What follows belongs to an exercise in optimizing a design on an open flow for small area, a short achievable clock period and few clock cycles per item; a production flow would make more cautious choices.
Function was checked by simulation only, so behaviour that the tests miss may differ from the original.
No driver is modelled on the clock port, so clock power and skew are understated where the tree is cut down; a real chip needs a root buffer or a tree.
Power is estimated from default activity; no workload was simulated.

Design CompMul, start of the top module:
module CompMul(
	input [31:0] Multiplicand_input,
	input [31:0] Multiplier_input,
	input run,
	input rst,
	input clk,
	output ready,
	output [63:0] Product_output
	);
Settings: LEC_CHECK=0, CAP_MARGIN=20, CORE_MARGIN=2, CORE_UTILIZATION=40, CTS_BUF_LIST=sky130_fd_sc_hd__clkbuf_16, CTS_CLUSTER_DIAMETER=300, CTS_CLUSTER_SIZE=40, GPL_TIMING_DRIVEN=1, SLEW_MARGIN=20, SYNTH_HIERARCHICAL=1, SYNTH_MINIMUM_KEEP_SIZE=0; clock period 10.0 ns.
standard.sh (not shown) runs the stock make flow with config.mk's settings and CLKGATE_MAP_FILE= SYNTH_SCRIPT=/design/flow/synth_recipe.tcl, a recipe that flattens the netlist after the stock synthesis.
==> flow/flow/run.sh <==
#!/bin/bash
# Own layout flow: the standard layout (standard.sh) with these changes:
#  - the port buffers that buffer_ports inserts are of the cell named in flow/knobs
#    (PORT_BUF) instead of the default pick;
#  - repair_timing aims for the setup margin named in flow/knobs (SETUP_MARGIN);
#  - the clock tree step runs flow/cts_manual.tcl: the clock port drives
#    CLOCK_ROOTS clkbuf_16 buffers, each driving CLOCK_LEAVES clkbuf_16 buffers that
#    drive the registers of one region each (every register two buffers away),
#    instead of TritonCTS's tree (then the same repair as ORFS's step).
# Each make run writes its full output to a log file of its own in this folder;
# ORFS's own per-step logs stay under orfs/logs/.
set -euo pipefail
source flow/knobs
export OWN_FLOW_DIR="$PWD/flow"
export CLOCK_ROOTS CLOCK_LEAVES
ARGS=("BUFFER_PORTS_ARGS=-buffer_cell $PORT_BUF" "SETUP_SLACK_MARGIN=$SETUP_MARGIN")
bash standard.sh "${ARGS[@]}" place > make_place.log 2>&1
bash standard.sh "${ARGS[@]}" run RUN_SCRIPT="$PWD/flow/cts_manual.tcl" RUN_LOG_NAME_STEM=4_1_cts > make_cts.log 2>&1
bash standard.sh "${ARGS[@]}" finish > make_finish.log 2>&1
==> flow/flow/knobs <==
PORT_BUF=sky130_fd_sc_hd__buf_1
SETUP_MARGIN=7.0
CLOCK_ROOTS=4
CLOCK_LEAVES=2
Other scripts of this flow, unchanged in this note and not shown: flow/flow/cts_manual.tcl, flow/flow/mktree.tcl
Testbench counts at the start, summed over its fixed seeds: cycles 14,400, items 2,400.
Then changed:
==> flow/flow/knobs (replaced) <==
PORT_BUF=sky130_fd_sc_hd__buf_2
SETUP_MARGIN=7.0
CLOCK_ROOTS=4
CLOCK_LEAVES=2
--- a/flow/config.mk
+++ b/flow/config.mk
@@ -9,3 +9,3 @@
 export CORE_MARGIN = 2
-export CORE_UTILIZATION = 40
+export CORE_UTILIZATION = 55
 export CTS_BUF_LIST = sky130_fd_sc_hd__clkbuf_16
@@ -13,3 +13,2 @@
 export CTS_CLUSTER_SIZE = 40
-export GPL_TIMING_DRIVEN = 1
 export SLEW_MARGIN = 20
After rerunning: Design area fell by 0.44%. Sequential share of layout area rose by 0.14 points. Setup slack gains 9.9 ps. Global-route usage rose by 6.9 points. Die area fell by 27%. Maximum frequency rose by 0.33%. Area after synthesis stays the same. Register-to-register slack loses 60 ps. Clock skew hardly moves. Wire length fell by 5.3%. Critical path depth rose by 6.
Then changed:
==> flow/flow/knobs (replaced) <==
PORT_BUF=sky130_fd_sc_hd__buf_1
SETUP_MARGIN=7.0
CLOCK_ROOTS=4
CLOCK_LEAVES=2
=> The new run completed with no timing, DRC or antenna violations; power came out lower by 1.0%; fmax came out higher by 0.95%; clock power hardly moves; sequential cell count is unchanged; design area came out lower by 1.2%; first-iteration DRC count came out higher by 9.0%; synthesized cell count does not change; via count stays flat; sequential share of layout area came out higher by 0.30 points.
Then changed:
--- a/flow/config.mk
+++ b/flow/config.mk
@@ -9,3 +9,3 @@
 export CORE_MARGIN = 2
-export CORE_UTILIZATION = 55
+export CORE_UTILIZATION = 40
 export CTS_BUF_LIST = sky130_fd_sc_hd__clkbuf_16
Effect: The new run completed with no timing, DRC or antenna violations; fmax goes down by 1.3%; cell area rises by 1.6%; total power is higher by 1.6%; die area came out higher by 36%; clock skew hardly moves; setup slack got worse by 38 ps; critical path depth went down by 4; global-route usage drops by 6.9 points.
Then changed:
==> flow/flow/knobs (replaced) <==
PORT_BUF=sky130_fd_sc_hd__buf_1
SETUP_MARGIN=7.05
CLOCK_ROOTS=4
CLOCK_LEAVES=2
--- a/flow/config.mk
+++ b/flow/config.mk
@@ -9,3 +9,3 @@
 export CORE_MARGIN = 2
-export CORE_UTILIZATION = 40
+export CORE_UTILIZATION = 65
 export CTS_BUF_LIST = sky130_fd_sc_hd__clkbuf_16
Effect: The changed run ran to the end with no violations. Final area drops by 1.5%. Clock power drops by about 2%. Worst hold slack is better by 8.4 ps. Flip-flop and latch count does not change. Worst setup slack is better by 31 ps. Combinational power hardly moves. Power drops by about 1.2%. Clock skew is about the same. Utilization climbs by 27 points.
In every run of this note, the design's own scripts or RTL, not TritonCTS, make the clock network.

* * *

run 1:
CompMul again, from the RTL that the note above started with.
Settings: LEC_CHECK=0, CAP_MARGIN=20, CORE_MARGIN=2, CORE_UTILIZATION=65, CTS_BUF_LIST=sky130_fd_sc_hd__clkbuf_16, CTS_CLUSTER_DIAMETER=300, CTS_CLUSTER_SIZE=40, SLEW_MARGIN=20, SYNTH_HIERARCHICAL=1, SYNTH_MINIMUM_KEEP_SIZE=0; clock period 10.0 ns.
==> flow/flow/knobs <==
PORT_BUF=sky130_fd_sc_hd__buf_1
SETUP_MARGIN=7.0
CLOCK_ROOTS=4
CLOCK_LEAVES=2
Scripts as last shown in full above: flow/flow/run.sh
Other scripts of this flow, unchanged in this note and not shown: flow/flow/cts_manual.tcl, flow/flow/mktree.tcl
Run 1 completed every stage of the flow, and the final layout passed the timing, design-rule and antenna checks.
Testbench counts of run 1, summed over its fixed seeds: cycles 14,400, items 2,400.
### run 1 -> run 2
- changing CORE_UTILIZATION from 65 to 40
==> flow/flow/knobs <==
PORT_BUF=sky130_fd_sc_hd__buf_1
SETUP_MARGIN=7.1
CLOCK_ROOTS=4
CLOCK_LEAVES=2
Findings:
Run 1 → run 2: share of synthesized registers carrying an async set or reset held steady; total routed wirelength grew by 2.5%. Per the comparison of run 2 with run 1, worst setup slack went up by 0.014 ns; core utilization of the finished layout went down by 26 points; detail-routed net length per standard cell went down by 9.2%; post-synthesis to final-layout area growth went up by 4.5 points; HPWL reported at the end of detailed placement went up by 1700 um. Looking at die area across run 1 and run 2, the one that comes out higher is run 2. Looking at class of the most critical setup path, the reg2out result is from run 1; the reg2reg one comes from run 2. Changes observed in run 2 relative to run 1: via count of the first global-routing pass rose 87, share of the final layout cell area in multi-input gates moved down, biggest cell delay along the critical path +0.14 ns.
The inputs of run 3 differ from those of run 2 as listed below.
==> flow/flow/knobs <==
PORT_BUF=sky130_fd_sc_hd__buf_1
SETUP_MARGIN=6.9
CLOCK_ROOTS=4
CLOCK_LEAVES=2
Notes after the runs:
- Run 3 | status: complete | timing, DRC, antenna: pass
- Per the comparison of run 3 with run 2, power per standard cell area has increased, utilization went down by 1.1 points.
- Run 3 vs run 2, time the final worst path needs with I/O delays and setup went up by 0.064 ns.
- Run 2 -> run 3: cell area decreased by a few percent
- As far as multi-input logic area is concerned, run 3 and run 2 perform about the same.
- Run 2 → run 3: fraction of met1 tracks used by global routing shrank by 0.30 points; largest fanout of any net on the critical path grew by 13.
- Run 3 gives more proportion of cell area occupied by registers than run 2 did.
- Delta(overall power after layout, run 3 - run 2) < 0
- Length of routed met2 wiring delta (run 3 -> run 2): insignificant
[inputs] run 4 vs run 3
- swapping 40 for 55 in CORE_UTILIZATION
==> flow/flow/knobs <==
PORT_BUF=sky130_fd_sc_hd__buf_1
SETUP_MARGIN=7.05
CLOCK_ROOTS=4
CLOCK_LEAVES=2
--- outcome ---
| utilization | lower: run 3 |. Diff run 3 -> run 4: post-synthesis compound-gate area fraction comparable; final non-filler cell area now smaller; all-layer global routing usage now larger; detailed-route wire length now smaller. The post-route non-filler standard cell count in run 3 is 1.08 times that in run 4.
In every run of this note, the design's own scripts or RTL, not TritonCTS, make the clock network.

## afterwards: timing with drivers on the ports
No port has a modelled driver above. Below, the same layouts with a new extraction and two added sets of constraints. Step 1 (the two cells are an assumption about what drives the block):
set clk [get_ports {clk}]
set_driving_cell -lib_cell sky130_fd_sc_hd__clkbuf_16 $clk
set_driving_cell -lib_cell sky130_fd_sc_hd__buf_2 [delete_from_list [all_inputs] $clk]
Step 2, shift: input delay + t, output delay - t, t = (earliest + latest rising clock arrival at the registers) / 2. This alone moves slack from input paths to output paths. Slacks: ideal ports / drivers / drivers and shift; pairs: ideal ports / drivers.
run	shift t [ns]	setup WS [ns]	hold slack, ns	worst setup path after step 2	clock arrival spread, ns
the first run of note 1	0.384	7.028 / 6.926 / 6.901	0.507 / 0.507 / 0.507	input to register	0.020 / 0.020
the second run of note 1	0.389	7.038 / 6.975 / 6.910	0.499 / 0.499 / 0.499	input to register	0.024 / 0.024
the third run of note 1	0.389	7.066 / 6.979 / 6.938	0.499 / 0.499 / 0.499	input to register	0.022 / 0.022
the fourth run of note 1	0.384	7.028 / 6.926 / 6.901	0.507 / 0.507 / 0.507	input to register	0.020 / 0.020
the fifth run of note 1	0.381	7.059 / 6.955 / 6.834	0.515 / 0.515 / 0.515	input to register	0.020 / 0.019
run 1	0.386	7.071 / 6.967 / 6.770	0.505 / 0.505 / 0.505	input to register	0.016 / 0.017
run 2	0.388	7.086 / 7.012 / 6.929	0.510 / 0.510 / 0.510	input to register	0.020 / 0.020
run 3	0.384	7.022 / 6.930 / 6.904	0.507 / 0.507 / 0.507	input to register	0.022 / 0.022
run 4	0.388	7.083 / 6.984 / 6.864	0.501 / 0.501 / 0.501	input to register	0.024 / 0.025
After both steps setup and hold are still met in every run listed. For run 1, which loses most, drivers alone change the setup slack by -0.104 ns; drivers and shift together by -0.301 ns.
